What follows belongs to an exercise in optimizing a design on an open flow for small area and a short achievable clock period; a production flow would make more cautious choices. No functional check of the RTL was part of any run shown here. Power and IR drop assume default switching activity.

==> flow/design.v (outline; a module is shown in full before it is edited, if it fits) <==
// module SCPU: 190 lines
// module scpu_rd: 18 lines
// module scpu_ag: 9 lines
// module scpu_mul: 221 lines
// module scpu_alu: 30 lines
// module scpu_fin: 157 lines
module SCPU(clk, rst_n, in_valid, instruction, MEM_out, busy, out_valid, out0, out1, out2, out3, out4, out5, out6, out7, out8, out9, out10, out11, out12, out13, out14, out15, WEN, ADDR, MEM_in);
  // ...
==> flow/flow/run.sh <==
#!/bin/bash
set -euo pipefail
bash standard.sh "BUFFER_PORTS_ARGS=-buffer_cell sky130_fd_sc_hd__buf_1" finish > standard.log 2>&1
==> flow/standard.sh <==
#!/bin/bash
# synth_recipe.tcl (not shown) runs the flow's synth.tcl, then flattens the netlist and writes it again
# the make line also repeats each setting of config.mk as NAME=value (left out here)
make -C /OpenROAD-flow-scripts/flow DESIGN_CONFIG=/design/flow/config.mk WORK_HOME=/design/flow/orfs CLKGATE_MAP_FILE= SYNTH_SCRIPT=/design/flow/synth_recipe.tcl "${@:-finish}"
==> flow/config.mk <==
export PLATFORM = sky130hd
export DESIGN_NAME = SCPU
export DESIGN_NICKNAME = SCPU
export VERILOG_FILES = /design/flow/design.v
export SDC_FILE = /design/flow/constraint.sdc
export NUM_CORES = 8
export LEC_CHECK = 0
export CAP_MARGIN = 20
export CORE_MARGIN = 2
export CORE_UTILIZATION = 40
export SETUP_SLACK_MARGIN = 5
export SLEW_MARGIN = 20
export SYNTH_HIERARCHICAL = 1
export SYNTH_MINIMUM_KEEP_SIZE = 0
==> flow/constraint.sdc <==
create_clock -name core_clock -period 8.0 [get_ports {clk}]
set_input_delay 1.6000 -clock core_clock [delete_from_list [all_inputs] [get_ports {clk}]]
set_output_delay 1.6000 -clock core_clock [all_outputs]
set_load 0.01 [all_outputs]
==> notes.md, run 1 <==
- TritonCTS built the clock tree.
- Port buffering added 324 buffers.
* Worst rel slew slack: 0.0749
- Power consumed by sequential cells: 5.26 mW
- Wire segments on met3 add up to 28.3 mm in the final route.
- In the global route stage, overall resource usage came out at 0.413.
- Counting along the longest clock path gives a buffer depth of 3.
- Counting tap cells, the placed design contains a total of 5012 instances.
* Max-cap check violation count: 0
- The design received a total of 1144 well taps at floorplan.
- Avg WL per Cell: 35.6 um
* End point of the critical path: out10[14]
* Placeable core area: 0.0850 sq mm
- Global-route wire length before repair: 260 mm
* Element type at the critical path start: flop
* Total Power: 20.5 mW
- Uppermost metal layer occupied by signal nets: met5
- Via Count: 37700
- Highest-count cells in the layout ignoring fill and taps: sky130_fd_sc_hd__a21oi_1 (351), sky130_fd_sc_hd__buf_1 (303), sky130_fd_sc_hd__nand3_1 (275)
- Switching share of power: 0.542
- For this block, wires on met1 add up to 69.5 mm.
- After detailed routing, the number of vias per cell comes to 6.96.
- IR analysis of the VDD net gives a maximum drop of 0.349 mV.
* Sequential fraction of design power: 0.256
* Die Y: 297 um
- Count of cells resized by post-cts repair: 449
- Averaged over all synthesized cells, the footprint is 8.51 sq um.
* Worst flop-to-flop path endpoint: out10[14]
* # Post-CTS Setup Buffers: 146
* Clock tree cell share of total cell area: 0.0401
* Max-slew violation total from the final report: 0
* Die Outline Area: 0.0880 sq mm
- Measured along the x axis, the die boundary spans 297 um.
- Setup violations remaining at the end of the flow were counted as 0.
- Share of the final layout cell area in sequential cells: 0.225
- The share of total power dissipated in the clock network is 0.120.
- Combinational power: 12.8 mW
- 2928 cells are multi-input combinational gates.
- Of the total power, combinational logic draws 0.624.
- R2R Setup Slk: 4310 ps
- The worst hold path was traced through 0 stages.
* Total negative slack for setup checks: 0 ps
- The largest share of the power goes to combinational logic.
* CTS root buf: sky130_fd_sc_hd__clkbuf_16
- The flow ran to the end and the layout has no timing, DRC or antenna violations.
==> inputs of run 2 (changes only) <==
--- a/flow/design.v
+++ b/flow/design.v
@@ -10,7 +10,6 @@
 wire [15:0] rdA, rdB;
-scpu_rd u_rd(.r({out15, out14, out13, out12, out11, out10, out9, out8, out7, out6, out5, out4, out3, out2, out1, out0}), .rs(instruction[15:12]), .rt(instruction[11:8]), .a(rdA), .b(rdB));
-wire [7:0] alo_n;
-wire ac8_n;
+wire [3:0] s0_n, s10_n, s11_n;
+wire c4_n, c80_n, c81_n;
 wire [4:0] ahp1_n;
-scpu_ag u_ag(.a(rdA[12:0]), .imm(instruction[7:0]), .lo(alo_n), .c8(ac8_n), .hp1(ahp1_n));
+scpu_s1 u_s1(.r({out15, out14, out13, out12, out11, out10, out9, out8, out7, out6, out5, out4, out3, out2, out1, out0}), .ins(instruction), .rda(rdA), .rdb(rdB), .s0(s0_n), .c4(c4_n), .s10(s10_n), .c80(c80_n), .s11(s11_n), .c81(c81_n), .ahp1(ahp1_n));
 reg v1, wen_r;
@@ -19,5 +18,5 @@
 reg [15:0] A, B;
-reg [7:0] alo;
-reg ac8;
-reg [4:0] ahp1;
+reg [3:0] s0_r, s10_r, s11_r;
+reg c4_r, c80_r, c81_r;
+reg [4:0] ahp1_r;
 always @(posedge clk or negedge rst_n)
@@ -30,17 +29,18 @@
   B <= rdB;
-  alo <= alo_n;
-  ac8 <= ac8_n;
-  ahp1 <= ahp1_n;
+  s0_r <= s0_n; s10_r <= s10_n; s11_r <= s11_n;
+  c4_r <= c4_n; c80_r <= c80_n; c81_r <= c81_n;
+  ahp1_r <= ahp1_n;
 end
 assign WEN = wen_r;
-assign ADDR = {ac8 ? ahp1 : A[12:8], alo};
+wire c8 = c80_r | (c4_r & c81_r);
+assign ADDR = {c8 ? ahp1_r : A[12:8], c4_r ? s11_r : s10_r, s0_r};
 assign MEM_in = B;
-wire mm = (op1 == 3'd1);
 wire [86:0] mrow;
-scpu_mul u_mul(.a(A), .b(B), .mm(mm), .r(mrow));
-wire [31:0] aluS, aluC;
-scpu_alu u_alu(.a(A), .b(B), .op(op1), .f(f1[7:0]), .s(aluS), .c(aluC));
-reg v2, we1, we2, ld2, ov;
+wire [15:0] r1_n;
+wire r2b_n;
+scpu_s2 u_s2(.a(A), .b(B), .op(op1), .f(f1[7:0]), .m(mrow), .r1(r1_n), .r2b(r2b_n));
+reg v2, we1, we2, ld2, mul2, ov, r2b_r;
 reg [3:0] d1, d2;
-reg q0_0, q0_1, q1_0, q2_0, q2_1, q2_2, q3_0, q3_1, q4_0, q4_1, q4_2, q5_0, q5_1, q5_2, q6_0, q6_1, q6_2, q7_0, q7_1, q7_2, q8_0, q8_1, q8_2, q9_0, q9_1, q9_2, q10_0, q10_1, q10_2, q11_0, q11_1, q11_2, q12_0, q12_1, q12_2, q13_0, q13_1, q13_2, q14_0, q14_1, q14_2, q15_0, q15_1, q15_2, q16_0, q16_1, q16_2, q17_0, q17_1, q17_2, q18_0, q18_1, q18_2, q19_0, q19_1, q19_2, q20_0, q20_1, q20_2, q21_0, q21_1, q21_2, q22_0, q22_1, q22_2, q23_0, q23_1, q23_2, q24_0, q24_1, q24_2, q25_0, q25_1, q25_2, q26_0, q26_1, q26_2, q27_0, q27_1, q27_2, q28_0, q28_1, q28_2, q29_0, q29_1, q30_0, q30_1, q31_0, q31_1;
+reg [15:0] r1_r;
+reg q0_0, q0_1, q1_0, q2_0, q2_1, q2_2, q3_0, q3_1, q4_0, q4_1, q4_2, q5_0, q5_1, q5_2, q6_0, q6_1, q6_2, q7_0, q7_1, q7_2, q8_0, q8_1, q8_2, q9_0, q9_1, q9_2, q10_0, q10_1, q10_2, q11_0, q11_1, q11_2, q12_0, q12_1, q12_2, q13_0, q13_1, q13_2, q14_0, q14_1, q14_2, q15_0, q15_1, q15_2, q16_0, q16_1, q16_2, q17_0, q17_1, q17_2, q18_0, q18_1, q18_2, q19_0, q19_1, q19_2, q20_0, q20_1, q20_2, q21_0, q21_1, q21_2, q22_0, q22_1, q22_2, q23_0, q23_1, q23_2, q24_0, q24_1, q24_2, q25_0, q25_1, q25_2, q26_0, q26_1, q26_2, q27_0, q27_1, q27_2, q28_0, q28_1, q28_2, q29_0, q29_1, q30_0, q31_0;
 always @(posedge clk or negedge rst_n)
@@ -54,98 +54,97 @@
   ld2 <= (op1 == 3'd6);
+  mul2 <= (op1 == 3'd1);
   d1 <= ((op1 == 3'd3) | (op1 == 3'd4) | (op1 == 3'd6)) ? f1[11:8] : f1[7:4];
   d2 <= f1[3:0];
-  q0_0 <= mrow[0] | aluS[0];
-  q0_1 <= mrow[1] | aluC[0];
-  q1_0 <= mrow[2] | aluS[1];
-  q2_0 <= mrow[3] | aluS[2];
+  r1_r <= r1_n;
+  r2b_r <= r2b_n;
+  q0_0 <= mrow[0];
+  q0_1 <= mrow[1];
+  q1_0 <= mrow[2];
+  q2_0 <= mrow[3];
   q2_1 <= mrow[4];
   q2_2 <= mrow[5];
-  q3_0 <= mrow[6] | aluS[3];
+  q3_0 <= mrow[6];
   q3_1 <= mrow[7];
-  q4_0 <= mrow[8] | aluS[4];
+  q4_0 <= mrow[8];
   q4_1 <= mrow[9];
   q4_2 <= mrow[10];
-  q5_0 <= mrow[11] | aluS[5];
+  q5_0 <= mrow[11];
   q5_1 <= mrow[12];
   q5_2 <= mrow[13];
-  q6_0 <= mrow[14] | aluS[6];
+  q6_0 <= mrow[14];
   q6_1 <= mrow[15];
   q6_2 <= mrow[16];
-  q7_0 <= mrow[17] | aluS[7];
+  q7_0 <= mrow[17];
   q7_1 <= mrow[18];
   q7_2 <= mrow[19];
-  q8_0 <= mrow[20] | aluS[8];
+  q8_0 <= mrow[20];
   q8_1 <= mrow[21];
   q8_2 <= mrow[22];
-  q9_0 <= mrow[23] | aluS[9];
+  q9_0 <= mrow[23];
   q9_1 <= mrow[24];
   q9_2 <= mrow[25];
-  q10_0 <= mrow[26] | aluS[10];
+  q10_0 <= mrow[26];
   q10_1 <= mrow[27];
   q10_2 <= mrow[28];
-  q11_0 <= mrow[29] | aluS[11];
+  q11_0 <= mrow[29];
   q11_1 <= mrow[30];
   q11_2 <= mrow[31];
-  q12_0 <= mrow[32] | aluS[12];
+  q12_0 <= mrow[32];
   q12_1 <= mrow[33];
   q12_2 <= mrow[34];
-  q13_0 <= mrow[35] | aluS[13];
+  q13_0 <= mrow[35];
   q13_1 <= mrow[36];
   q13_2 <= mrow[37];
-  q14_0 <= mrow[38] | aluS[14];
+  q14_0 <= mrow[38];
   q14_1 <= mrow[39];
   q14_2 <= mrow[40];
-  q15_0 <= mrow[41] | aluS[15];
+  q15_0 <= mrow[41];
   q15_1 <= mrow[42];
   q15_2 <= mrow[43];
-  q16_0 <= mrow[44] | aluS[16];
-  q16_1 <= mrow[45] | aluC[16];
+  q16_0 <= mrow[44];
+  q16_1 <= mrow[45];
   q16_2 <= mrow[46];
-  q17_0 <= mrow[47] | aluS[17];
-  q17_1 <= mrow[48] | aluC[17];
+  q17_0 <= mrow[47];
+  q17_1 <= mrow[48];
   q17_2 <= mrow[49];
-  q18_0 <= mrow[50] | aluS[18];
-  q18_1 <= mrow[51] | aluC[18];
+  q18_0 <= mrow[50];
+  q18_1 <= mrow[51];
   q18_2 <= mrow[52];
-  q19_0 <= mrow[53] | aluS[19];
-  q19_1 <= mrow[54] | aluC[19];
+  q19_0 <= mrow[53];
+  q19_1 <= mrow[54];
   q19_2 <= mrow[55];
-  q20_0 <= mrow[56] | aluS[20];
-  q20_1 <= mrow[57] | aluC[20];
+  q20_0 <= mrow[56];
+  q20_1 <= mrow[57];
   q20_2 <= mrow[58];
-  q21_0 <= mrow[59] | aluS[21];
-  q21_1 <= mrow[60] | aluC[21];
+  q21_0 <= mrow[59];
+  q21_1 <= mrow[60];
   q21_2 <= mrow[61];
-  q22_0 <= mrow[62] | aluS[22];
-  q22_1 <= mrow[63] | aluC[22];
+  q22_0 <= mrow[62];
+  q22_1 <= mrow[63];
   q22_2 <= mrow[64];
-  q23_0 <= mrow[65] | aluS[23];
-  q23_1 <= mrow[66] | aluC[23];
+  q23_0 <= mrow[65];
+  q23_1 <= mrow[66];
   q23_2 <= mrow[67];
-  q24_0 <= mrow[68] | aluS[24];
-  q24_1 <= mrow[69] | aluC[24];
+  q24_0 <= mrow[68];
+  q24_1 <= mrow[69];
   q24_2 <= mrow[70];
-  q25_0 <= mrow[71] | aluS[25];
-  q25_1 <= mrow[72] | aluC[25];
+  q25_0 <= mrow[71];
+  q25_1 <= mrow[72];
   q25_2 <= mrow[73];
-  q26_0 <= mrow[74] | aluS[26];
-  q26_1 <= mrow[75] | aluC[26];
+  q26_0 <= mrow[74];
+  q26_1 <= mrow[75];
   q26_2 <= mrow[76];
-  q27_0 <= mrow[77] | aluS[27];
-  q27_1 <= mrow[78] | aluC[27];
+  q27_0 <= mrow[77];
+  q27_1 <= mrow[78];
   q27_2 <= mrow[79];
-  q28_0 <= mrow[80] | aluS[28];
-  q28_1 <= mrow[81] | aluC[28];
+  q28_0 <= mrow[80];
+  q28_1 <= mrow[81];
   q28_2 <= mrow[82];
-  q29_0 <= mrow[83] | aluS[29];
-  q29_1 <= mrow[84] | aluC[29];
-  q30_0 <= mrow[85] | aluS[30];
-  q30_1 <= aluC[30];
-  q31_0 <= mrow[86] | aluS[31];
-  q31_1 <= aluC[31];
+  q29_0 <= mrow[83];
+  q29_1 <= mrow[84];
+  q30_0 <= mrow[85];
+  q31_0 <= mrow[86];
 end
-wire [31:0] P;
-scpu_fin u_fin(.q({q31_1, q31_0, q30_1, q30_0, q29_1, q29_0, q28_2, q28_1, q28_0, q27_2, q27_1, q27_0, q26_2, q26_1, q26_0, q25_2, q25_1, q25_0, q24_2, q24_1, q24_0, q23_2, q23_1, q23_0, q22_2, q22_1, q22_0, q21_2, q21_1, q21_0, q20_2, q20_1, q20_0, q19_2, q19_1, q19_0, q18_2, q18_1, q18_0, q17_2, q17_1, q17_0, q16_2, q16_1, q16_0, q15_2, q15_1, q15_0, q14_2, q14_1, q14_0, q13_2, q13_1, q13_0, q12_2, q12_1, q12_0, q11_2, q11_1, q11_0, q10_2, q10_1, q10_0, q9_2, q9_1, q9_0, q8_2, q8_1, q8_0, q7_2, q7_1, q7_0, q6_2, q6_1, q6_0, q5_2, q5_1, q5_0, q4_2, q4_1, q4_0, q3_1, q3_0, q2_2, q2_1, q2_0, q1_0, q0_1, q0_0}), .p(P));
-wire [15:0] W1 = ld2 ? MEM_out : P[31:16];
-wire [15:0] W2 = P[15:0];
+wire [255:0] nrf;
+scpu_s3 u_s3(.q({q31_0, q30_0, q29_1, q29_0, q28_2, q28_1, q28_0, q27_2, q27_1, q27_0, q26_2, q26_1, q26_0, q25_2, q25_1, q25_0, q24_2, q24_1, q24_0, q23_2, q23_1, q23_0, q22_2, q22_1, q22_0, q21_2, q21_1, q21_0, q20_2, q20_1, q20_0, q19_2, q19_1, q19_0, q18_2, q18_1, q18_0, q17_2, q17_1, q17_0, q16_2, q16_1, q16_0, q15_2, q15_1, q15_0, q14_2, q14_1, q14_0, q13_2, q13_1, q13_0, q12_2, q12_1, q12_0, q11_2, q11_1, q11_0, q10_2, q10_1, q10_0, q9_2, q9_1, q9_0, q8_2, q8_1, q8_0, q7_2, q7_1, q7_0, q6_2, q6_1, q6_0, q5_2, q5_1, q5_0, q4_2, q4_1, q4_0, q3_1, q3_0, q2_2, q2_1, q2_0, q1_0, q0_1, q0_0}), .r1(r1_r), .r2b(r2b_r), .mul(mul2), .ld(ld2), .we1(we1), .we2(we2), .d1(d1), .d2(d2), .mo(MEM_out), .r({out15, out14, out13, out12, out11, out10, out9, out8, out7, out6, out5, out4, out3, out2, out1, out0}), .nr(nrf));
 assign out_valid = ov;
@@ -172,51 +171,56 @@
     ov <= v2;
-    if (we2 && d2 == 4'd0) out0 <= W2; else if (we1 && d1 == 4'd0) out0 <= W1;
-    if (we2 && d2 == 4'd1) out1 <= W2; else if (we1 && d1 == 4'd1) out1 <= W1;
-    if (we2 && d2 == 4'd2) out2 <= W2; else if (we1 && d1 == 4'd2) out2 <= W1;
-    if (we2 && d2 == 4'd3) out3 <= W2; else if (we1 && d1 == 4'd3) out3 <= W1;
-    if (we2 && d2 == 4'd4) out4 <= W2; else if (we1 && d1 == 4'd4) out4 <= W1;
-    if (we2 && d2 == 4'd5) out5 <= W2; else if (we1 && d1 == 4'd5) out5 <= W1;
-    if (we2 && d2 == 4'd6) out6 <= W2; else if (we1 && d1 == 4'd6) out6 <= W1;
-    if (we2 && d2 == 4'd7) out7 <= W2; else if (we1 && d1 == 4'd7) out7 <= W1;
-    if (we2 && d2 == 4'd8) out8 <= W2; else if (we1 && d1 == 4'd8) out8 <= W1;
-    if (we2 && d2 == 4'd9) out9 <= W2; else if (we1 && d1 == 4'd9) out9 <= W1;
-    if (we2 && d2 == 4'd10) out10 <= W2; else if (we1 && d1 == 4'd10) out10 <= W1;
-    if (we2 && d2 == 4'd11) out11 <= W2; else if (we1 && d1 == 4'd11) out11 <= W1;
-    if (we2 && d2 == 4'd12) out12 <= W2; else if (we1 && d1 == 4'd12) out12 <= W1;
-    if (we2 && d2 == 4'd13) out13 <= W2; else if (we1 && d1 == 4'd13) out13 <= W1;
-    if (we2 && d2 == 4'd14) out14 <= W2; else if (we1 && d1 == 4'd14) out14 <= W1;
-    if (we2 && d2 == 4'd15) out15 <= W2; else if (we1 && d1 == 4'd15) out15 <= W1;
+    out0 <= nrf[15:0];
+    out1 <= nrf[31:16];
+    out2 <= nrf[47:32];
+    out3 <= nrf[63:48];
+    out4 <= nrf[79:64];
+    out5 <= nrf[95:80];
+    out6 <= nrf[111:96];
+    out7 <= nrf[127:112];
+    out8 <= nrf[143:128];
+    out9 <= nrf[159:144];
+    out10 <= nrf[175:160];
+    out11 <= nrf[191:176];
+    out12 <= nrf[207:192];
+    out13 <= nrf[223:208];
+    out14 <= nrf[239:224];
+    out15 <= nrf[255:240];
   end
 endmodule
-module scpu_rd(r, rs, rt, a, b);
+module scpu_s1(r, ins, rda, rdb, s0, c4, s10, c80, s11, c81, ahp1);
 input [255:0] r;
-input [3:0] rs, rt;
-output [15:0] a, b;
-wire [15:0] sa = 16'd1 << rs;
-wire [15:0] sb = 16'd1 << rt;
-reg [15:0] ta, tb;
-integer i;
-always @(*) begin
-  ta = 16'd0; tb = 16'd0;
-  for (i = 0; i < 16; i = i + 1) begin
-    ta = ta | (r[16*i +: 16] & {16{sa[i]}});
-    tb = tb | (r[16*i +: 16] & {16{sb[i]}});
-  end
-end
-assign a = ta;
-assign b = tb;
-endmodule
-module scpu_ag(a, imm, lo, c8, hp1);
-input [12:0] a;
-input [7:0] imm;
-output [7:0] lo;
-output c8;
-output [4:0] hp1;
-assign {c8, lo} = {1'b0, a[7:0]} + {1'b0, imm};
-assign hp1 = a[12:8] + 5'd1;
+input [18:0] ins;
+output [15:0] rda, rdb;
+output [3:0] s0, s10, s11;
+output c4, c80, c81;
+output [4:0] ahp1;
+wire [15:0] sa = 16'd1 << ins[15:12];
+wire [15:0] sb = 16'd1 << ins[11:8];
+wire [15:0] ta, tb;
+genvar k;
+generate for (k = 0; k < 16; k = k + 1) begin : rb
+  wire [15:0] col = {r[240+k], r[224+k], r[208+k], r[192+k], r[176+k], r[160+k], r[144+k], r[128+k], r[112+k], r[96+k], r[80+k], r[64+k], r[48+k], r[32+k], r[16+k], r[0+k]};
+  scpu_rbit ua(.s(sa), .d(col), .y(ta[k]));
+  scpu_rbit ub(.s(sb), .d(col), .y(tb[k]));
+end endgenerate
+assign rda = ta;
+assign rdb = tb;
+wire [7:0] ag = ta[7:0] & ins[7:0];
+wire [7:0] at = ta[7:0] | ins[7:0];
+wire [7:0] ap = ta[7:0] ^ ins[7:0];
+assign s0 = ap[3:0] ^ {(ag[0] & at[1] & at[2]) | (ag[1] & at[2]) | (ag[2]), (ag[0] & at[1]) | (ag[1]), (ag[0]), 1'b0};
+assign c4 = (ag[0] & at[1] & at[2] & at[3]) | (ag[1] & at[2] & at[3]) | (ag[2] & at[3]) | (ag[3]);
+assign s10 = ap[7:4] ^ {(ag[4] & at[5] & at[6]) | (ag[5] & at[6]) | (ag[6]), (ag[4] & at[5]) | (ag[5]), (ag[4]), 1'b0};
+assign c80 = (ag[4] & at[5] & at[6] & at[7]) | (ag[5] & at[6] & at[7]) | (ag[6] & at[7]) | (ag[7]);
+assign s11 = ap[7:4] ^ {(at[4] & at[5] & at[6]) | (ag[4] & at[5] & at[6]) | (ag[5] & at[6]) | (ag[6]), (at[4] & at[5]) | (ag[4] & at[5]) | (ag[5]), (at[4]) | (ag[4]), (1'b1)};
+assign c81 = (at[4] & at[5] & at[6] & at[7]) | (ag[4] & at[5] & at[6] & at[7]) | (ag[5] & at[6] & at[7]) | (ag[6] & at[7]) | (ag[7]);
+assign ahp1 = ta[12:8] + 5'd1;
 endmodule
-module scpu_mul(a, b, mm, r);
+module scpu_s2(a, b, op, f, m, r1, r2b);
 input [15:0] a, b;
-input mm;
-output [86:0] r;
+input [2:0] op;
+input [7:0] f;
+output [86:0] m;
+output [15:0] r1;
+output r2b;
 wire [16:0] bx = {b, 1'b0};
@@ -224,43 +228,178 @@
 wire [7:0] one, two, ng, nsx;
-assign one[0] = mm & (bx[1] ^ bx[0]);
-assign two[0] = mm & ((bx[2] & ~bx[1] & ~bx[0]) | (~bx[2] & bx[1] & bx[0]));
-assign ng[0] = mm & bx[2];
-assign one[1] = mm & (bx[3] ^ bx[2]);
-assign two[1] = mm & ((bx[4] & ~bx[3] & ~bx[2]) | (~bx[4] & bx[3] & bx[2]));
-assign ng[1] = mm & bx[4];
-assign one[2] = mm & (bx[5] ^ bx[4]);
-assign two[2] = mm & ((bx[6] & ~bx[5] & ~bx[4]) | (~bx[6] & bx[5] & bx[4]));
-assign ng[2] = mm & bx[6];
-assign one[3] = mm & (bx[7] ^ bx[6]);
-assign two[3] = mm & ((bx[8] & ~bx[7] & ~bx[6]) | (~bx[8] & bx[7] & bx[6]));
-assign ng[3] = mm & bx[8];
-assign one[4] = mm & (bx[9] ^ bx[8]);
-assign two[4] = mm & ((bx[10] & ~bx[9] & ~bx[8]) | (~bx[10] & bx[9] & bx[8]));
-assign ng[4] = mm & bx[10];
-assign one[5] = mm & (bx[11] ^ bx[10]);
-assign two[5] = mm & ((bx[12] & ~bx[11] & ~bx[10]) | (~bx[12] & bx[11] & bx[10]));
-assign ng[5] = mm & bx[12];
-assign one[6] = mm & (bx[13] ^ bx[12]);
-assign two[6] = mm & ((bx[14] & ~bx[13] & ~bx[12]) | (~bx[14] & bx[13] & bx[12]));
-assign ng[6] = mm & bx[14];
-assign one[7] = mm & (bx[15] ^ bx[14]);
-assign two[7] = mm & ((bx[16] & ~bx[15] & ~bx[14]) | (~bx[16] & bx[15] & bx[14]));
-assign ng[7] = mm & bx[16];
-wire [16:0] pp0 = (({17{one[0]}} & ax) | ({17{two[0]}} & {ax[15:0], 1'b0})) ^ {17{ng[0]}};
-assign nsx[0] = mm & ~pp0[16];
-wire [16:0] pp1 = (({17{one[1]}} & ax) | ({17{two[1]}} & {ax[15:0], 1'b0})) ^ {17{ng[1]}};
-assign nsx[1] = mm & ~pp1[16];
-wire [16:0] pp2 = (({17{one[2]}} & ax) | ({17{two[2]}} & {ax[15:0], 1'b0})) ^ {17{ng[2]}};
-assign nsx[2] = mm & ~pp2[16];
-wire [16:0] pp3 = (({17{one[3]}} & ax) | ({17{two[3]}} & {ax[15:0], 1'b0})) ^ {17{ng[3]}};
-assign nsx[3] = mm & ~pp3[16];
-wire [16:0] pp4 = (({17{one[4]}} & ax) | ({17{two[4]}} & {ax[15:0], 1'b0})) ^ {17{ng[4]}};
-assign nsx[4] = mm & ~pp4[16];
-wire [16:0] pp5 = (({17{one[5]}} & ax) | ({17{two[5]}} & {ax[15:0], 1'b0})) ^ {17{ng[5]}};
-assign nsx[5] = mm & ~pp5[16];
-wire [16:0] pp6 = (({17{one[6]}} & ax) | ({17{two[6]}} & {ax[15:0], 1'b0})) ^ {17{ng[6]}};
-assign nsx[6] = mm & ~pp6[16];
-wire [16:0] pp7 = (({17{one[7]}} & ax) | ({17{two[7]}} & {ax[15:0], 1'b0})) ^ {17{ng[7]}};
-assign nsx[7] = mm & ~pp7[16];
-wire sx0 = mm & pp0[16];
+assign one[0] = bx[1] ^ bx[0];
+assign two[0] = (bx[2] & ~bx[1] & ~bx[0]) | (~bx[2] & bx[1] & bx[0]);
+assign ng[0] = bx[2];
+assign one[1] = bx[3] ^ bx[2];
+assign two[1] = (bx[4] & ~bx[3] & ~bx[2]) | (~bx[4] & bx[3] & bx[2]);
+assign ng[1] = bx[4];
+assign one[2] = bx[5] ^ bx[4];
+assign two[2] = (bx[6] & ~bx[5] & ~bx[4]) | (~bx[6] & bx[5] & bx[4]);
+assign ng[2] = bx[6];
+assign one[3] = bx[7] ^ bx[6];
+assign two[3] = (bx[8] & ~bx[7] & ~bx[6]) | (~bx[8] & bx[7] & bx[6]);
+assign ng[3] = bx[8];
+assign one[4] = bx[9] ^ bx[8];
+assign two[4] = (bx[10] & ~bx[9] & ~bx[8]) | (~bx[10] & bx[9] & bx[8]);
+assign ng[4] = bx[10];
+assign one[5] = bx[11] ^ bx[10];
+assign two[5] = (bx[12] & ~bx[11] & ~bx[10]) | (~bx[12] & bx[11] & bx[10]);
+assign ng[5] = bx[12];
+assign one[6] = bx[13] ^ bx[12];
+assign two[6] = (bx[14] & ~bx[13] & ~bx[12]) | (~bx[14] & bx[13] & bx[12]);
+assign ng[6] = bx[14];
+assign one[7] = bx[15] ^ bx[14];
+assign two[7] = (bx[16] & ~bx[15] & ~bx[14]) | (~bx[16] & bx[15] & bx[14]);
+assign ng[7] = bx[16];
+wire [16:0] pp0;
+scpu_pbit up0_0(.one(one[0]), .two(two[0]), .ng(ng[0]), .a(ax[0]), .am1(1'b0), .p(pp0[0]));
+scpu_pbit up0_1(.one(one[0]), .two(two[0]), .ng(ng[0]), .a(ax[1]), .am1(ax[0]), .p(pp0[1]));
+scpu_pbit up0_2(.one(one[0]), .two(two[0]), .ng(ng[0]), .a(ax[2]), .am1(ax[1]), .p(pp0[2]));
+scpu_pbit up0_3(.one(one[0]), .two(two[0]), .ng(ng[0]), .a(ax[3]), .am1(ax[2]), .p(pp0[3]));
+scpu_pbit up0_4(.one(one[0]), .two(two[0]), .ng(ng[0]), .a(ax[4]), .am1(ax[3]), .p(pp0[4]));
+scpu_pbit up0_5(.one(one[0]), .two(two[0]), .ng(ng[0]), .a(ax[5]), .am1(ax[4]), .p(pp0[5]));
+scpu_pbit up0_6(.one(one[0]), .two(two[0]), .ng(ng[0]), .a(ax[6]), .am1(ax[5]), .p(pp0[6]));
+scpu_pbit up0_7(.one(one[0]), .two(two[0]), .ng(ng[0]), .a(ax[7]), .am1(ax[6]), .p(pp0[7]));
+scpu_pbit up0_8(.one(one[0]), .two(two[0]), .ng(ng[0]), .a(ax[8]), .am1(ax[7]), .p(pp0[8]));
+scpu_pbit up0_9(.one(one[0]), .two(two[0]), .ng(ng[0]), .a(ax[9]), .am1(ax[8]), .p(pp0[9]));
+scpu_pbit up0_10(.one(one[0]), .two(two[0]), .ng(ng[0]), .a(ax[10]), .am1(ax[9]), .p(pp0[10]));
+scpu_pbit up0_11(.one(one[0]), .two(two[0]), .ng(ng[0]), .a(ax[11]), .am1(ax[10]), .p(pp0[11]));
+scpu_pbit up0_12(.one(one[0]), .two(two[0]), .ng(ng[0]), .a(ax[12]), .am1(ax[11]), .p(pp0[12]));
+scpu_pbit up0_13(.one(one[0]), .two(two[0]), .ng(ng[0]), .a(ax[13]), .am1(ax[12]), .p(pp0[13]));
+scpu_pbit up0_14(.one(one[0]), .two(two[0]), .ng(ng[0]), .a(ax[14]), .am1(ax[13]), .p(pp0[14]));
+scpu_pbit up0_15(.one(one[0]), .two(two[0]), .ng(ng[0]), .a(ax[15]), .am1(ax[14]), .p(pp0[15]));
+scpu_pbit up0_16(.one(one[0]), .two(two[0]), .ng(ng[0]), .a(ax[16]), .am1(ax[15]), .p(pp0[16]));
+assign nsx[0] = ~pp0[16];
+wire [16:0] pp1;
+scpu_pbit up1_0(.one(one[1]), .two(two[1]), .ng(ng[1]), .a(ax[0]), .am1(1'b0), .p(pp1[0]));
+scpu_pbit up1_1(.one(one[1]), .two(two[1]), .ng(ng[1]), .a(ax[1]), .am1(ax[0]), .p(pp1[1]));
+scpu_pbit up1_2(.one(one[1]), .two(two[1]), .ng(ng[1]), .a(ax[2]), .am1(ax[1]), .p(pp1[2]));
+scpu_pbit up1_3(.one(one[1]), .two(two[1]), .ng(ng[1]), .a(ax[3]), .am1(ax[2]), .p(pp1[3]));
+scpu_pbit up1_4(.one(one[1]), .two(two[1]), .ng(ng[1]), .a(ax[4]), .am1(ax[3]), .p(pp1[4]));
+scpu_pbit up1_5(.one(one[1]), .two(two[1]), .ng(ng[1]), .a(ax[5]), .am1(ax[4]), .p(pp1[5]));
+scpu_pbit up1_6(.one(one[1]), .two(two[1]), .ng(ng[1]), .a(ax[6]), .am1(ax[5]), .p(pp1[6]));
+scpu_pbit up1_7(.one(one[1]), .two(two[1]), .ng(ng[1]), .a(ax[7]), .am1(ax[6]), .p(pp1[7]));
+scpu_pbit up1_8(.one(one[1]), .two(two[1]), .ng(ng[1]), .a(ax[8]), .am1(ax[7]), .p(pp1[8]));
+scpu_pbit up1_9(.one(one[1]), .two(two[1]), .ng(ng[1]), .a(ax[9]), .am1(ax[8]), .p(pp1[9]));
+scpu_pbit up1_10(.one(one[1]), .two(two[1]), .ng(ng[1]), .a(ax[10]), .am1(ax[9]), .p(pp1[10]));
+scpu_pbit up1_11(.one(one[1]), .two(two[1]), .ng(ng[1]), .a(ax[11]), .am1(ax[10]), .p(pp1[11]));
+scpu_pbit up1_12(.one(one[1]), .two(two[1]), .ng(ng[1]), .a(ax[12]), .am1(ax[11]), .p(pp1[12]));
+scpu_pbit up1_13(.one(one[1]), .two(two[1]), .ng(ng[1]), .a(ax[13]), .am1(ax[12]), .p(pp1[13]));
+scpu_pbit up1_14(.one(one[1]), .two(two[1]), .ng(ng[1]), .a(ax[14]), .am1(ax[13]), .p(pp1[14]));
+scpu_pbit up1_15(.one(one[1]), .two(two[1]), .ng(ng[1]), .a(ax[15]), .am1(ax[14]), .p(pp1[15]));
+scpu_pbit up1_16(.one(one[1]), .two(two[1]), .ng(ng[1]), .a(ax[16]), .am1(ax[15]), .p(pp1[16]));
+assign nsx[1] = ~pp1[16];
+wire [16:0] pp2;
+scpu_pbit up2_0(.one(one[2]), .two(two[2]), .ng(ng[2]), .a(ax[0]), .am1(1'b0), .p(pp2[0]));
+scpu_pbit up2_1(.one(one[2]), .two(two[2]), .ng(ng[2]), .a(ax[1]), .am1(ax[0]), .p(pp2[1]));
+scpu_pbit up2_2(.one(one[2]), .two(two[2]), .ng(ng[2]), .a(ax[2]), .am1(ax[1]), .p(pp2[2]));
+scpu_pbit up2_3(.one(one[2]), .two(two[2]), .ng(ng[2]), .a(ax[3]), .am1(ax[2]), .p(pp2[3]));
+scpu_pbit up2_4(.one(one[2]), .two(two[2]), .ng(ng[2]), .a(ax[4]), .am1(ax[3]), .p(pp2[4]));
+scpu_pbit up2_5(.one(one[2]), .two(two[2]), .ng(ng[2]), .a(ax[5]), .am1(ax[4]), .p(pp2[5]));
+scpu_pbit up2_6(.one(one[2]), .two(two[2]), .ng(ng[2]), .a(ax[6]), .am1(ax[5]), .p(pp2[6]));
+scpu_pbit up2_7(.one(one[2]), .two(two[2]), .ng(ng[2]), .a(ax[7]), .am1(ax[6]), .p(pp2[7]));
+scpu_pbit up2_8(.one(one[2]), .two(two[2]), .ng(ng[2]), .a(ax[8]), .am1(ax[7]), .p(pp2[8]));
+scpu_pbit up2_9(.one(one[2]), .two(two[2]), .ng(ng[2]), .a(ax[9]), .am1(ax[8]), .p(pp2[9]));
+scpu_pbit up2_10(.one(one[2]), .two(two[2]), .ng(ng[2]), .a(ax[10]), .am1(ax[9]), .p(pp2[10]));
+scpu_pbit up2_11(.one(one[2]), .two(two[2]), .ng(ng[2]), .a(ax[11]), .am1(ax[10]), .p(pp2[11]));
+scpu_pbit up2_12(.one(one[2]), .two(two[2]), .ng(ng[2]), .a(ax[12]), .am1(ax[11]), .p(pp2[12]));
+scpu_pbit up2_13(.one(one[2]), .two(two[2]), .ng(ng[2]), .a(ax[13]), .am1(ax[12]), .p(pp2[13]));
+scpu_pbit up2_14(.one(one[2]), .two(two[2]), .ng(ng[2]), .a(ax[14]), .am1(ax[13]), .p(pp2[14]));
+scpu_pbit up2_15(.one(one[2]), .two(two[2]), .ng(ng[2]), .a(ax[15]), .am1(ax[14]), .p(pp2[15]));
+scpu_pbit up2_16(.one(one[2]), .two(two[2]), .ng(ng[2]), .a(ax[16]), .am1(ax[15]), .p(pp2[16]));
+assign nsx[2] = ~pp2[16];
+wire [16:0] pp3;
+scpu_pbit up3_0(.one(one[3]), .two(two[3]), .ng(ng[3]), .a(ax[0]), .am1(1'b0), .p(pp3[0]));
+scpu_pbit up3_1(.one(one[3]), .two(two[3]), .ng(ng[3]), .a(ax[1]), .am1(ax[0]), .p(pp3[1]));
+scpu_pbit up3_2(.one(one[3]), .two(two[3]), .ng(ng[3]), .a(ax[2]), .am1(ax[1]), .p(pp3[2]));
+scpu_pbit up3_3(.one(one[3]), .two(two[3]), .ng(ng[3]), .a(ax[3]), .am1(ax[2]), .p(pp3[3]));
+scpu_pbit up3_4(.one(one[3]), .two(two[3]), .ng(ng[3]), .a(ax[4]), .am1(ax[3]), .p(pp3[4]));
+scpu_pbit up3_5(.one(one[3]), .two(two[3]), .ng(ng[3]), .a(ax[5]), .am1(ax[4]), .p(pp3[5]));
+scpu_pbit up3_6(.one(one[3]), .two(two[3]), .ng(ng[3]), .a(ax[6]), .am1(ax[5]), .p(pp3[6]));
+scpu_pbit up3_7(.one(one[3]), .two(two[3]), .ng(ng[3]), .a(ax[7]), .am1(ax[6]), .p(pp3[7]));
+scpu_pbit up3_8(.one(one[3]), .two(two[3]), .ng(ng[3]), .a(ax[8]), .am1(ax[7]), .p(pp3[8]));
+scpu_pbit up3_9(.one(one[3]), .two(two[3]), .ng(ng[3]), .a(ax[9]), .am1(ax[8]), .p(pp3[9]));
+scpu_pbit up3_10(.one(one[3]), .two(two[3]), .ng(ng[3]), .a(ax[10]), .am1(ax[9]), .p(pp3[10]));
+scpu_pbit up3_11(.one(one[3]), .two(two[3]), .ng(ng[3]), .a(ax[11]), .am1(ax[10]), .p(pp3[11]));
+scpu_pbit up3_12(.one(one[3]), .two(two[3]), .ng(ng[3]), .a(ax[12]), .am1(ax[11]), .p(pp3[12]));
+scpu_pbit up3_13(.one(one[3]), .two(two[3]), .ng(ng[3]), .a(ax[13]), .am1(ax[12]), .p(pp3[13]));
+scpu_pbit up3_14(.one(one[3]), .two(two[3]), .ng(ng[3]), .a(ax[14]), .am1(ax[13]), .p(pp3[14]));
+scpu_pbit up3_15(.one(one[3]), .two(two[3]), .ng(ng[3]), .a(ax[15]), .am1(ax[14]), .p(pp3[15]));
+scpu_pbit up3_16(.one(one[3]), .two(two[3]), .ng(ng[3]), .a(ax[16]), .am1(ax[15]), .p(pp3[16]));
+assign nsx[3] = ~pp3[16];
+wire [16:0] pp4;
+scpu_pbit up4_0(.one(one[4]), .two(two[4]), .ng(ng[4]), .a(ax[0]), .am1(1'b0), .p(pp4[0]));
+scpu_pbit up4_1(.one(one[4]), .two(two[4]), .ng(ng[4]), .a(ax[1]), .am1(ax[0]), .p(pp4[1]));
+scpu_pbit up4_2(.one(one[4]), .two(two[4]), .ng(ng[4]), .a(ax[2]), .am1(ax[1]), .p(pp4[2]));
+scpu_pbit up4_3(.one(one[4]), .two(two[4]), .ng(ng[4]), .a(ax[3]), .am1(ax[2]), .p(pp4[3]));
+scpu_pbit up4_4(.one(one[4]), .two(two[4]), .ng(ng[4]), .a(ax[4]), .am1(ax[3]), .p(pp4[4]));
+scpu_pbit up4_5(.one(one[4]), .two(two[4]), .ng(ng[4]), .a(ax[5]), .am1(ax[4]), .p(pp4[5]));
+scpu_pbit up4_6(.one(one[4]), .two(two[4]), .ng(ng[4]), .a(ax[6]), .am1(ax[5]), .p(pp4[6]));
+scpu_pbit up4_7(.one(one[4]), .two(two[4]), .ng(ng[4]), .a(ax[7]), .am1(ax[6]), .p(pp4[7]));
+scpu_pbit up4_8(.one(one[4]), .two(two[4]), .ng(ng[4]), .a(ax[8]), .am1(ax[7]), .p(pp4[8]));
+scpu_pbit up4_9(.one(one[4]), .two(two[4]), .ng(ng[4]), .a(ax[9]), .am1(ax[8]), .p(pp4[9]));
+scpu_pbit up4_10(.one(one[4]), .two(two[4]), .ng(ng[4]), .a(ax[10]), .am1(ax[9]), .p(pp4[10]));
+scpu_pbit up4_11(.one(one[4]), .two(two[4]), .ng(ng[4]), .a(ax[11]), .am1(ax[10]), .p(pp4[11]));
+scpu_pbit up4_12(.one(one[4]), .two(two[4]), .ng(ng[4]), .a(ax[12]), .am1(ax[11]), .p(pp4[12]));
+scpu_pbit up4_13(.one(one[4]), .two(two[4]), .ng(ng[4]), .a(ax[13]), .am1(ax[12]), .p(pp4[13]));
+scpu_pbit up4_14(.one(one[4]), .two(two[4]), .ng(ng[4]), .a(ax[14]), .am1(ax[13]), .p(pp4[14]));
+scpu_pbit up4_15(.one(one[4]), .two(two[4]), .ng(ng[4]), .a(ax[15]), .am1(ax[14]), .p(pp4[15]));
+scpu_pbit up4_16(.one(one[4]), .two(two[4]), .ng(ng[4]), .a(ax[16]), .am1(ax[15]), .p(pp4[16]));
+assign nsx[4] = ~pp4[16];
+wire [16:0] pp5;
+scpu_pbit up5_0(.one(one[5]), .two(two[5]), .ng(ng[5]), .a(ax[0]), .am1(1'b0), .p(pp5[0]));
+scpu_pbit up5_1(.one(one[5]), .two(two[5]), .ng(ng[5]), .a(ax[1]), .am1(ax[0]), .p(pp5[1]));
+scpu_pbit up5_2(.one(one[5]), .two(two[5]), .ng(ng[5]), .a(ax[2]), .am1(ax[1]), .p(pp5[2]));
+scpu_pbit up5_3(.one(one[5]), .two(two[5]), .ng(ng[5]), .a(ax[3]), .am1(ax[2]), .p(pp5[3]));
+scpu_pbit up5_4(.one(one[5]), .two(two[5]), .ng(ng[5]), .a(ax[4]), .am1(ax[3]), .p(pp5[4]));
+scpu_pbit up5_5(.one(one[5]), .two(two[5]), .ng(ng[5]), .a(ax[5]), .am1(ax[4]), .p(pp5[5]));
+scpu_pbit up5_6(.one(one[5]), .two(two[5]), .ng(ng[5]), .a(ax[6]), .am1(ax[5]), .p(pp5[6]));
+scpu_pbit up5_7(.one(one[5]), .two(two[5]), .ng(ng[5]), .a(ax[7]), .am1(ax[6]), .p(pp5[7]));
+scpu_pbit up5_8(.one(one[5]), .two(two[5]), .ng(ng[5]), .a(ax[8]), .am1(ax[7]), .p(pp5[8]));
+scpu_pbit up5_9(.one(one[5]), .two(two[5]), .ng(ng[5]), .a(ax[9]), .am1(ax[8]), .p(pp5[9]));
+scpu_pbit up5_10(.one(one[5]), .two(two[5]), .ng(ng[5]), .a(ax[10]), .am1(ax[9]), .p(pp5[10]));
+scpu_pbit up5_11(.one(one[5]), .two(two[5]), .ng(ng[5]), .a(ax[11]), .am1(ax[10]), .p(pp5[11]));
+scpu_pbit up5_12(.one(one[5]), .two(two[5]), .ng(ng[5]), .a(ax[12]), .am1(ax[11]), .p(pp5[12]));
+scpu_pbit up5_13(.one(one[5]), .two(two[5]), .ng(ng[5]), .a(ax[13]), .am1(ax[12]), .p(pp5[13]));
+scpu_pbit up5_14(.one(one[5]), .two(two[5]), .ng(ng[5]), .a(ax[14]), .am1(ax[13]), .p(pp5[14]));
+scpu_pbit up5_15(.one(one[5]), .two(two[5]), .ng(ng[5]), .a(ax[15]), .am1(ax[14]), .p(pp5[15]));
+scpu_pbit up5_16(.one(one[5]), .two(two[5]), .ng(ng[5]), .a(ax[16]), .am1(ax[15]), .p(pp5[16]));
+assign nsx[5] = ~pp5[16];
+wire [16:0] pp6;
+scpu_pbit up6_0(.one(one[6]), .two(two[6]), .ng(ng[6]), .a(ax[0]), .am1(1'b0), .p(pp6[0]));
+scpu_pbit up6_1(.one(one[6]), .two(two[6]), .ng(ng[6]), .a(ax[1]), .am1(ax[0]), .p(pp6[1]));
+scpu_pbit up6_2(.one(one[6]), .two(two[6]), .ng(ng[6]), .a(ax[2]), .am1(ax[1]), .p(pp6[2]));
+scpu_pbit up6_3(.one(one[6]), .two(two[6]), .ng(ng[6]), .a(ax[3]), .am1(ax[2]), .p(pp6[3]));
+scpu_pbit up6_4(.one(one[6]), .two(two[6]), .ng(ng[6]), .a(ax[4]), .am1(ax[3]), .p(pp6[4]));
+scpu_pbit up6_5(.one(one[6]), .two(two[6]), .ng(ng[6]), .a(ax[5]), .am1(ax[4]), .p(pp6[5]));
+scpu_pbit up6_6(.one(one[6]), .two(two[6]), .ng(ng[6]), .a(ax[6]), .am1(ax[5]), .p(pp6[6]));
+scpu_pbit up6_7(.one(one[6]), .two(two[6]), .ng(ng[6]), .a(ax[7]), .am1(ax[6]), .p(pp6[7]));
+scpu_pbit up6_8(.one(one[6]), .two(two[6]), .ng(ng[6]), .a(ax[8]), .am1(ax[7]), .p(pp6[8]));
+scpu_pbit up6_9(.one(one[6]), .two(two[6]), .ng(ng[6]), .a(ax[9]), .am1(ax[8]), .p(pp6[9]));
+scpu_pbit up6_10(.one(one[6]), .two(two[6]), .ng(ng[6]), .a(ax[10]), .am1(ax[9]), .p(pp6[10]));
+scpu_pbit up6_11(.one(one[6]), .two(two[6]), .ng(ng[6]), .a(ax[11]), .am1(ax[10]), .p(pp6[11]));
+scpu_pbit up6_12(.one(one[6]), .two(two[6]), .ng(ng[6]), .a(ax[12]), .am1(ax[11]), .p(pp6[12]));
+scpu_pbit up6_13(.one(one[6]), .two(two[6]), .ng(ng[6]), .a(ax[13]), .am1(ax[12]), .p(pp6[13]));
+scpu_pbit up6_14(.one(one[6]), .two(two[6]), .ng(ng[6]), .a(ax[14]), .am1(ax[13]), .p(pp6[14]));
+scpu_pbit up6_15(.one(one[6]), .two(two[6]), .ng(ng[6]), .a(ax[15]), .am1(ax[14]), .p(pp6[15]));
+scpu_pbit up6_16(.one(one[6]), .two(two[6]), .ng(ng[6]), .a(ax[16]), .am1(ax[15]), .p(pp6[16]));
+assign nsx[6] = ~pp6[16];
+wire [16:0] pp7;
+scpu_pbit up7_0(.one(one[7]), .two(two[7]), .ng(ng[7]), .a(ax[0]), .am1(1'b0), .p(pp7[0]));
+scpu_pbit up7_1(.one(one[7]), .two(two[7]), .ng(ng[7]), .a(ax[1]), .am1(ax[0]), .p(pp7[1]));
+scpu_pbit up7_2(.one(one[7]), .two(two[7]), .ng(ng[7]), .a(ax[2]), .am1(ax[1]), .p(pp7[2]));
+scpu_pbit up7_3(.one(one[7]), .two(two[7]), .ng(ng[7]), .a(ax[3]), .am1(ax[2]), .p(pp7[3]));
+scpu_pbit up7_4(.one(one[7]), .two(two[7]), .ng(ng[7]), .a(ax[4]), .am1(ax[3]), .p(pp7[4]));
+scpu_pbit up7_5(.one(one[7]), .two(two[7]), .ng(ng[7]), .a(ax[5]), .am1(ax[4]), .p(pp7[5]));
+scpu_pbit up7_6(.one(one[7]), .two(two[7]), .ng(ng[7]), .a(ax[6]), .am1(ax[5]), .p(pp7[6]));
+scpu_pbit up7_7(.one(one[7]), .two(two[7]), .ng(ng[7]), .a(ax[7]), .am1(ax[6]), .p(pp7[7]));
+scpu_pbit up7_8(.one(one[7]), .two(two[7]), .ng(ng[7]), .a(ax[8]), .am1(ax[7]), .p(pp7[8]));
+scpu_pbit up7_9(.one(one[7]), .two(two[7]), .ng(ng[7]), .a(ax[9]), .am1(ax[8]), .p(pp7[9]));
+scpu_pbit up7_10(.one(one[7]), .two(two[7]), .ng(ng[7]), .a(ax[10]), .am1(ax[9]), .p(pp7[10]));
+scpu_pbit up7_11(.one(one[7]), .two(two[7]), .ng(ng[7]), .a(ax[11]), .am1(ax[10]), .p(pp7[11]));
+scpu_pbit up7_12(.one(one[7]), .two(two[7]), .ng(ng[7]), .a(ax[12]), .am1(ax[11]), .p(pp7[12]));
+scpu_pbit up7_13(.one(one[7]), .two(two[7]), .ng(ng[7]), .a(ax[13]), .am1(ax[12]), .p(pp7[13]));
+scpu_pbit up7_14(.one(one[7]), .two(two[7]), .ng(ng[7]), .a(ax[14]), .am1(ax[13]), .p(pp7[14]));
+scpu_pbit up7_15(.one(one[7]), .two(two[7]), .ng(ng[7]), .a(ax[15]), .am1(ax[14]), .p(pp7[15]));
+scpu_pbit up7_16(.one(one[7]), .two(two[7]), .ng(ng[7]), .a(ax[16]), .am1(ax[15]), .p(pp7[16]));
+assign nsx[7] = ~pp7[16];
 wire mhs0, mhc0, mhs1, mhc1, mfs0, mfc0, mhs2, mhc2, mfs1, mfc1, mhs3, mhc3, mfs2, mfc2, mfs3, mfc3, mhs4, mhc4, mfs4, mfc4, mfs5, mfc5, mhs5, mhc5, mfs6, mfc6, mfs7, mfc7, mhs6, mhc6, mfs8, mfc8, mfs9, mfc9, mhs7, mhc7, mfs10, mfc10, mfs11, mfc11, mhs8, mhc8, mfs12, mfc12, mfs13, mfc13, mfs14, mfc14, mhs9, mhc9, mhs10, mhc10, mhs11, mhc11, mfs15, mfc15, mhs12, mhc12, mfs16, mfc16, mhs13, mhc13, mfs17, mfc17, mfs18, mfc18, mfs19, mfc19, mfs20, mfc20, mfs21, mfc21, mfs22, mfc22, mfs23, mfc23, mfs24, mfc24, mfs25, mfc25, mfs26, mfc26, mfs27, mfc27, mfs28, mfc28, mfs29, mfc29, mfs30, mfc30, mfs31, mfc31, mfs32, mfc32, mfs33, mfc33, mfs34, mfc34, mfs35, mfc35, mfs36, mfc36, mfs37, mfc37, mfs38, mfc38, mfs39, mfc39, mfs40, mfc40, mfs41, mfc41, mfs42, mfc42, mfs43, mfc43, mhs14, mhc14, mfs44, mfc44, mhs15, mhc15, mhs16, mhc16, mhs17, mhc17, mfs45, mfc45, mfs46, mfc46, mfs47, mfc47, mfs48, mfc48, mfs49, mfc49, mfs50, mfc50, mfs51, mfc51, mfs52, mfc52, mfs53, mfc53, mfs54, mfc54, mfs55, mfc55, mfs56, mfc56, mfs57, mfc57, mfs58, mfc58, mfs59, mfc59, mfs60, mfc60, mfs61, mfc61, mfs62, mfc62, mfs63, mfc63, mfs64, mfc64, mfs65, mfc65, mhs18, mhc18;
@@ -290,4 +429,4 @@
 assign mhc5 = pp6[3] & pp7[1];
-assign mfs6 = sx0 ^ pp1[14] ^ pp2[12];
-assign mfc6 = (sx0 & pp1[14]) | (sx0 & pp2[12]) | (pp1[14] & pp2[12]);
+assign mfs6 = pp0[16] ^ pp1[14] ^ pp2[12];
+assign mfc6 = (pp0[16] & pp1[14]) | (pp0[16] & pp2[12]) | (pp1[14] & pp2[12]);
 assign mfs7 = pp3[10] ^ pp4[8] ^ pp5[6];
@@ -296,4 +435,4 @@
 assign mhc6 = pp6[4] & pp7[2];
-assign mfs8 = sx0 ^ pp1[15] ^ pp2[13];
-assign mfc8 = (sx0 & pp1[15]) | (sx0 & pp2[13]) | (pp1[15] & pp2[13]);
+assign mfs8 = pp0[16] ^ pp1[15] ^ pp2[13];
+assign mfc8 = (pp0[16] & pp1[15]) | (pp0[16] & pp2[13]) | (pp1[15] & pp2[13]);
 assign mfs9 = pp3[11] ^ pp4[9] ^ pp5[7];
@@ -308,4 +447,4 @@
 assign mhc8 = pp6[6] & pp7[4];
-assign mfs12 = mm ^ pp2[15] ^ pp3[13];
-assign mfc12 = (mm & pp2[15]) | (mm & pp3[13]) | (pp2[15] & pp3[13]);
+assign mfs12 = 1'b1 ^ pp2[15] ^ pp3[13];
+assign mfc12 = (1'b1 & pp2[15]) | (1'b1 & pp3[13]) | (pp2[15] & pp3[13]);
 assign mfs13 = pp4[11] ^ pp5[9] ^ pp6[7];
@@ -314,4 +453,4 @@
 assign mfc14 = (nsx[2] & pp3[14]) | (nsx[2] & pp4[12]) | (pp3[14] & pp4[12]);
-assign mhs9 = mm ^ pp3[15];
-assign mhc9 = mm & pp3[15];
+assign mhs9 = 1'b1 ^ pp3[15];
+assign mhc9 = 1'b1 & pp3[15];
 assign mhs10 = pp0[6] ^ pp1[4];
@@ -380,4 +519,4 @@
 assign mfc42 = (pp6[10] & pp7[8]) | (pp6[10] & mhc9) | (pp7[8] & mhc9);
-assign mfs43 = mm ^ pp4[15] ^ pp5[13];
-assign mfc43 = (mm & pp4[15]) | (mm & pp5[13]) | (pp4[15] & pp5[13]);
+assign mfs43 = 1'b1 ^ pp4[15] ^ pp5[13];
+assign mfc43 = (1'b1 & pp4[15]) | (1'b1 & pp5[13]) | (pp4[15] & pp5[13]);
 assign mhs14 = pp6[11] ^ pp7[9];
@@ -386,4 +525,4 @@
 assign mfc44 = (nsx[4] & pp5[14]) | (nsx[4] & pp6[12]) | (pp5[14] & pp6[12]);
-assign mhs15 = mm ^ pp5[15];
-assign mhc15 = mm & pp5[15];
+assign mhs15 = 1'b1 ^ pp5[15];
+assign mhc15 = 1'b1 & pp5[15];
 assign mhs16 = pp0[4] ^ pp1[2];
@@ -434,39 +573,38 @@
 assign mfc65 = (nsx[5] & pp6[14]) | (nsx[5] & pp7[12]) | (pp6[14] & pp7[12]);
-assign mhs18 = mm ^ pp6[15];
-assign mhc18 = mm & pp6[15];
-assign r = {mm, nsx[7], pp7[15], mm, mhc18, pp7[14], nsx[6], mhs18, mfc65, pp7[13], mfs65, mfc64, mhc15, mfs64, mfc63, mhs15, mfs63, mfc62, mfs44, mfs62, mfc61, mhs14, mfs61, mfc60, mfs42, mfs60, mfc59, mfs40, mfs59, mfc58, mfs38, mfs58, mfc57, mfs36, mfs57, mfc56, mfs34, mfs56, mfc55, mfs32, mfs55, mfc54, mfs30, mfs54, mfc53, mfs28, mfs53, mfc52, mfs26, mfs52, mfc51, mfs24, mfs51, mfc50, mfs22, mfs50, mfc49, mfs20, mfs49, mfc48, mfs18, mfs48, mfc47, mhs13, mfs47, mfc46, mhs12, mfs46, mfc45, mhs11, mfs45, mhc17, mhs10, mhs17, mhc16, pp2[1], mhs16, ng[2], pp2[0], pp1[1], pp0[3], ng[1], pp1[0], pp0[2], pp0[1], ng[0], pp0[0]};
-endmodule
-module scpu_alu(a, b, op, f, s, c);
-input [15:0] a, b;
-input [2:0] op;
-input [7:0] f;
-output [31:0] s, c;
+assign mhs18 = 1'b1 ^ pp6[15];
+assign mhc18 = 1'b1 & pp6[15];
+assign m = {1'b1, nsx[7], pp7[15], 1'b1, mhc18, pp7[14], nsx[6], mhs18, mfc65, pp7[13], mfs65, mfc64, mhc15, mfs64, mfc63, mhs15, mfs63, mfc62, mfs44, mfs62, mfc61, mhs14, mfs61, mfc60, mfs42, mfs60, mfc59, mfs40, mfs59, mfc58, mfs38, mfs58, mfc57, mfs36, mfs57, mfc56, mfs34, mfs56, mfc55, mfs32, mfs55, mfc54, mfs30, mfs54, mfc53, mfs28, mfs53, mfc52, mfs26, mfs52, mfc51, mfs24, mfs51, mfc50, mfs22, mfs50, mfc49, mfs20, mfs49, mfc48, mfs18, mfs48, mfc47, mhs13, mfs47, mfc46, mhs12, mfs46, mfc45, mhs11, mfs45, mhc17, mhs10, mhs17, mhc16, pp2[1], mhs16, ng[2], pp2[0], pp1[1], pp0[3], ng[1], pp1[0], pp0[2], pp0[1], ng[0], pp0[0]};
 wire [3:0] func = f[3:0];
-wire addlike = ((op == 3'd0) & ((func == 4'd3) | (func == 4'd4))) | (op == 3'd3) | (op == 3'd4);
 wire sub = ((op == 3'd0) & (func == 4'd4)) | (op == 3'd4);
+wire [15:0] y0 = (op == 3'd0) ? b : {{8{f[7]}}, f};
+wire [15:0] sum = a + (y0 ^ {16{sub}}) + {15'd0, sub};
 wire eq = (a == b);
-wire lt = ($signed(a) < $signed(b));
+wire signed [15:0] sa = a, sb = b;
+wire lt = (sa < sb);
 wire cmp = (op == 3'd2) ? eq : lt;
-wire iscmp = (op == 3'd2) | (op == 3'd7);
-reg [15:0] sh;
+reg [15:0] t;
 always @(*) begin
-  sh = 16'd0;
-  if (addlike) sh = a;
-  else if (op == 3'd0) begin
-    case (func)
-      4'd0: sh = a & b;
-      4'd1: sh = a | b;
-      4'd2: sh = a ^ b;
-      default: sh = 16'd0;
-    endcase
-  end else if (iscmp) sh = {15'd0, cmp};
+  t = 16'd0;
+  case (op)
+    3'd0: case (func)
+            4'd0: t = a & b;
+            4'd1: t = a | b;
+            4'd2: t = a ^ b;
+            4'd3, 4'd4: t = sum;
+            default: t = 16'd0;
+          endcase
+    3'd3, 3'd4: t = sum;
+    default: t = {15'd0, cmp};
+  endcase
 end
-wire [15:0] ch0 = (op == 3'd0) ? b : {{8{f[7]}}, f};
-wire [15:0] ch = addlike ? (ch0 ^ {16{sub}}) : 16'd0;
-assign s = {sh, {15{sub}}, sub | (iscmp & ~cmp)};
-assign c = {ch, 15'd0, sub};
+assign r1 = t;
+assign r2b = ~cmp;
 endmodule
-module scpu_fin(q, p);
-input [88:0] q;
-output [31:0] p;
+module scpu_s3(q, r1, r2b, mul, ld, we1, we2, d1, d2, mo, r, nr);
+input [86:0] q;
+input [15:0] r1, mo;
+input r2b, mul, ld, we1, we2;
+input [3:0] d1, d2;
+input [255:0] r;
+output [255:0] nr;
 wire q0_0 = q[0];
@@ -557,6 +695,4 @@
 wire q30_0 = q[85];
-wire q30_1 = q[86];
-wire q31_0 = q[87];
-wire q31_1 = q[88];
-wire fhs0, fhc0, fhs1, fhc1, ffs0, ffc0, ffs1, ffc1, ffs2, ffc2, ffs3, ffc3, ffs4, ffc4, ffs5, ffc5, ffs6, ffc6, ffs7, ffc7, ffs8, ffc8, ffs9, ffc9, ffs10, ffc10, ffs11, ffc11, ffs12, ffc12, ffs13, ffc13, ffs14, ffc14, ffs15, ffc15, ffs16, ffc16, ffs17, ffc17, ffs18, ffc18, ffs19, ffc19, ffs20, ffc20, ffs21, ffc21, ffs22, ffc22, ffs23, ffc23, ffs24, ffc24, fhs2, fhc2, fhs3, fhc3, fhs4, fhc4;
+wire q31_0 = q[86];
+wire fhs0, fhc0, fhs1, fhc1, ffs0, ffc0, ffs1, ffc1, ffs2, ffc2, ffs3, ffc3, ffs4, ffc4, ffs5, ffc5, ffs6, ffc6, ffs7, ffc7, ffs8, ffc8, ffs9, ffc9, ffs10, ffc10, ffs11, ffc11, ffs12, ffc12, ffs13, ffc13, ffs14, ffc14, ffs15, ffc15, ffs16, ffc16, ffs17, ffc17, ffs18, ffc18, ffs19, ffc19, ffs20, ffc20, ffs21, ffc21, ffs22, ffc22, ffs23, ffc23, ffs24, ffc24, fhs2, fhc2;
 assign fhs0 = q2_0 ^ q2_1;
@@ -617,9 +753,33 @@
 assign fhc2 = q29_0 & q29_1;
-assign fhs3 = q30_0 ^ q30_1;
-assign fhc3 = q30_0 & q30_1;
-assign fhs4 = q31_0 ^ q31_1;
-assign fhc4 = q31_0 & q31_1;
-wire [31:0] fs = {fhc3, fhc2, ffc24, ffc23, ffc22, ffc21, ffc20, ffc19, ffc18, ffc17, ffc16, ffc15, ffc14, ffc13, ffc12, ffc11, ffc10, ffc9, ffc8, ffc7, ffc6, ffc5, ffc4, ffc3, ffc2, ffc1, ffc0, fhc1, fhc0, q2_2, q1_0, q0_0};
-wire [31:0] fc = {fhs4, fhs3, fhs2, ffs24, ffs23, ffs22, ffs21, ffs20, ffs19, ffs18, ffs17, ffs16, ffs15, ffs14, ffs13, ffs12, ffs11, ffs10, ffs9, ffs8, ffs7, ffs6, ffs5, ffs4, ffs3, ffs2, ffs1, ffs0, fhs1, fhs0, 1'b0, q0_1};
-assign p = fs + fc;
+wire [31:0] fs = {q31_0, q30_0, ffc24, ffc23, ffc22, ffc21, ffc20, ffc19, ffc18, ffc17, ffc16, ffc15, ffc14, ffc13, ffc12, ffc11, ffc10, ffc9, ffc8, ffc7, ffc6, ffc5, ffc4, ffc3, ffc2, ffc1, ffc0, fhc1, fhc0, q2_2, q1_0, q0_0};
+wire [31:0] fc = {1'b0, fhc2, fhs2, ffs24, ffs23, ffs22, ffs21, ffs20, ffs19, ffs18, ffs17, ffs16, ffs15, ffs14, ffs13, ffs12, ffs11, ffs10, ffs9, ffs8, ffs7, ffs6, ffs5, ffs4, ffs3, ffs2, ffs1, ffs0, fhs1, fhs0, 1'b0, q0_1};
+wire [31:0] p = fs + fc;
+wire [15:0] x1 = ld ? mo : r1;
+wire [15:0] w1 = mul ? p[31:16] : x1;
+wire [15:0] w2 = mul ? p[15:0] : {15'd0, r2b};
+genvar g;
+generate for (g = 0; g < 16; g = g + 1) begin : wb
+  wire s2 = we2 && d2 == g;
+  wire s1 = we1 && d1 == g && !s2;
+  wire h = !(s1 | s2);
+  genvar k;
+  for (k = 0; k < 16; k = k + 1) begin : bt
+    scpu_wbit u(.s2(s2), .w2(w2[k]), .s1(s1), .w1(w1[k]), .h(h), .q(r[16*g+k]), .d(nr[16*g+k]));
+  end
+end endgenerate
+endmodule
+module scpu_rbit(s, d, y);
+input [15:0] s, d;
+output y;
+assign y = |(s & d);
+endmodule
+module scpu_pbit(one, two, ng, a, am1, p);
+input one, two, ng, a, am1;
+output p;
+assign p = ((one & a) | (two & am1)) ^ ng;
+endmodule
+module scpu_wbit(s2, w2, s1, w1, h, q, d);
+input s2, w2, s1, w1, h, q;
+output d;
+assign d = (s2 & w2) | (s1 & w1) | (h & q);
 endmodule
--- a/flow/config.mk
+++ b/flow/config.mk
@@ -10,3 +10,5 @@
 export CORE_UTILIZATION = 40
-export SETUP_SLACK_MARGIN = 5
+export CTS_CLUSTER_DIAMETER = 100
+export CTS_CLUSTER_SIZE = 25
+export SETUP_SLACK_MARGIN = 4.8
 export SLEW_MARGIN = 20
==> run 2 against run 1 <==
  * Clock-buffer cell count shrank 40
  * Non-clock buffer count down 84
  * Utilization is 1.1 points lower
  * Via count decreased by 26%
  * Die area decreased by 15%
  * Maximum frequency fell by 0.98%
  * Area after synthesis is 15% lower
==> notes.md, run 2 <==
- Vias/cell: 6.59 (was 6.96)
* Placeable core area: 0.0717 sq mm (was 0.0850 sq mm)
- The layout-stage area growth over the synthesis result was 24.8% (was 28.5%).
- Area after DPL: 0.0324 sq mm (was 0.0355 sq mm)
* GRT Util Overall: 0.366 (was 0.413)
* Slowest cell on the critical path: sky130_fd_sc_hd__fa_1 (was sky130_fd_sc_hd__fa_2)
- The number of levels in the clock H-tree is 1 (was 2).
* Worst path depth: 16 (was 15)
* Total negative slack for setup checks: 0 ps (unchanged)
- DRC viols: 0 (unchanged)
- The total chip power is 15.6 mW (was 20.5 mW).
- Die Y: 274 um (was 297 um)
- Worst flop-to-flop path endpoint: out6[13] (was out10[14])
* Die Outline Area: 0.0750 sq mm (was 0.0880 sq mm)
* Final count of hold timing violations: 0 (unchanged)
- Total setup violations reported at the end of the flow: 0 (unchanged)
* Fin area: 0.0363 sq mm (was 0.0440 sq mm)
* Layout cell share with drive strength beyond 1: 0.261 (was 0.307)
- CTS root buf: sky130_fd_sc_hd__clkbuf_16 (unchanged)
* Sink Count: 443 (was 421)
* I/O Buffers: 324 (unchanged)
- The filler cell count was 6571 (was 7695).
- The number of pins exceeding their max-slew limit in the final report came to 0 (unchanged).
- Pin count of the biggest net entering global routing: 159 (was 157)
- The number of maximum-capacitance constraint violations came to 0 (unchanged).
* Bufs and invs on worst path: 6 (was 3)
- Run status: finished clean (unchanged)
- R2R Setup Slk: 4270 ps (was 4310 ps)
- The via total after detailed routing is 27800 (was 37700).
- The global-route wire length before repair is 199 mm (was 260 mm).
- The routability congestion estimate was 0.990 (was 1.06).
- The synthesized area per cell came to 10.7 sq um (was 8.51 sq um).
- Die Span X: 274 um (was 297 um)
- The number of warnings reported in the yosys synthesis log is 8 (was 9).
- Counting instances in the post-synthesis netlist gives the leading cell types as sky130_fd_sc_hd__inv_1 (432), sky130_fd_sc_hd__dfrtp_1 (261), sky130_fd_sc_hd__a222oi_1 (256), sky130_fd_sc_hd__dfxtp_1 (181), sky130_fd_sc_hd__xnor2_1 (164).
- Hold path depth: 0 (unchanged)
- The maximum buffer depth of the clock tree was 3 (unchanged).
- Element type at the critical path start: flop (unchanged)
* TritonCTS clock tree: yes (unchanged)
- Highest-count cells in the layout ignoring fill and taps: sky130_fd_sc_hd__inv_1 (428), sky130_fd_sc_hd__buf_1 (315), sky130_fd_sc_hd__dfrtp_1 (261) (was sky130_fd_sc_hd__a21oi_1 (351), sky130_fd_sc_hd__buf_1 (303), sky130_fd_sc_hd__nand3_1 (275)).
- The initial cell density of the core is 0.406 (was 0.403).
* Half-perimeter wire length after detailed placement: 97.7 mm (was 116 mm)
* Worst-case vdd ir drop: 0.348 mV (was 0.349 mV)
- Sequential area share after synthesis: 0.350
* Avg WL per Cell: 33.8 um (was 35.6 um)
- The detailed router's first-iteration violation count came to 4551 (was 6845).
* Worst rel slew slack: 0.179 (was 0.0749)
- Worst path top cell family by delay: compound AO/OA/AOI/OAI gates (unchanged)
- The number of cells after detailed placement came to 3969 (was 5012).
[run 2: power breakdown]
| part | switching, mW | total [mW] | internal, mW |
|---|---|---|---|
| registers | 1.46 | 4.55 | 3.09 |
| logic | 5.69 | 9.49 | 3.81 |
| clock network | 0.890 | 1.53 | 0.638 |
| total | 8.03 | 15.6 | 7.54 |
[run 2: area by class of cell]
class                           count  share of cell area
Timing Repair Buffer              609               0.117
Antenna cell                        2            0.000138
Multi-Input combinational cell   1730               0.501
Tap cell                          950              0.0327
Inverter                          432              0.0446
Clock buffer                       35              0.0188
Clock inverter                     11             0.00372
Sequential cell                   443               0.282
[run 2: worst max path at each step]
| stage | slack [ps] | startpoint | to |
|---|---|---|---|
| 5_1_grt | 4180 | q4_0 | out10[13] |
| 2_1_floorplan | 4530 | instruction[13] | s10_r[3] |
| 4_1_cts | 4240 | q4_0 | out2[13] |
| 6_report | 4270 | q4_0 | out6[13] |
| 3_3_place_gp | 3320 | instruction[15] | s10_r[3] |
| 3_5_place_dp | 3190 | instruction[15] | s10_r[3] |
[run 2: timing repair]
action,CTS,global route
pin swaps,75,60
hold buffers,0,0
cloned,4,2
endpoints found under the setup margin,359,315
gates resized for setup,176,69
buffers inserted,133,56
[run 2: layer usage]
layer	up-vias	global-route usage	wire length, um
li1	11400	-	-
met1	14200	0.458	53400
met2	1806	0.587	65100
met3	378	0.0791	14300
met4	4	0.204	9610
met5	-	0.00128	30
[run 2: cell families after synthesis]
family          after synthesis  synth area share
flops                       443             0.350
xor+xnor                    205            0.0616
simple gates                369            0.0661
mux                          31            0.0114
fa+ha+maj                   225             0.120
other cells                   3          0.000387
buf+inv                     548            0.0819
compound gates              889             0.309
[run 2: worst register-to-register path, delay by kind of cell, from the launching register on]
family | cells | cell delay (ps)
AO/OA/AOI/OAI | 5 | 1110
AND/OR/NAND/NOR | 3 | 830
adder cells (fa/ha/maj) | 2 | 700
buffers and inverters | 6 | 620
flip-flops | 1 | 330
[run 2: Yosys stat by module (local to each module, per instance)]
module,times used,cells inside
scpu_s1,1,104
scpu_wbit,256,2
scpu_pbit,136,2
scpu_s3,1,427
scpu_s2,1,640
scpu_rbit,32,9
SCPU,1,470

Re-timed with assumed drivers on the ports (clkbuf_16 on the clock, buf_2 on other inputs), run 2 has 4.272 ns of setup slack against 4.272 ns with ideal ports, and 4.055 ns once port delays also move by the mid clock arrival of 0.679 ns.
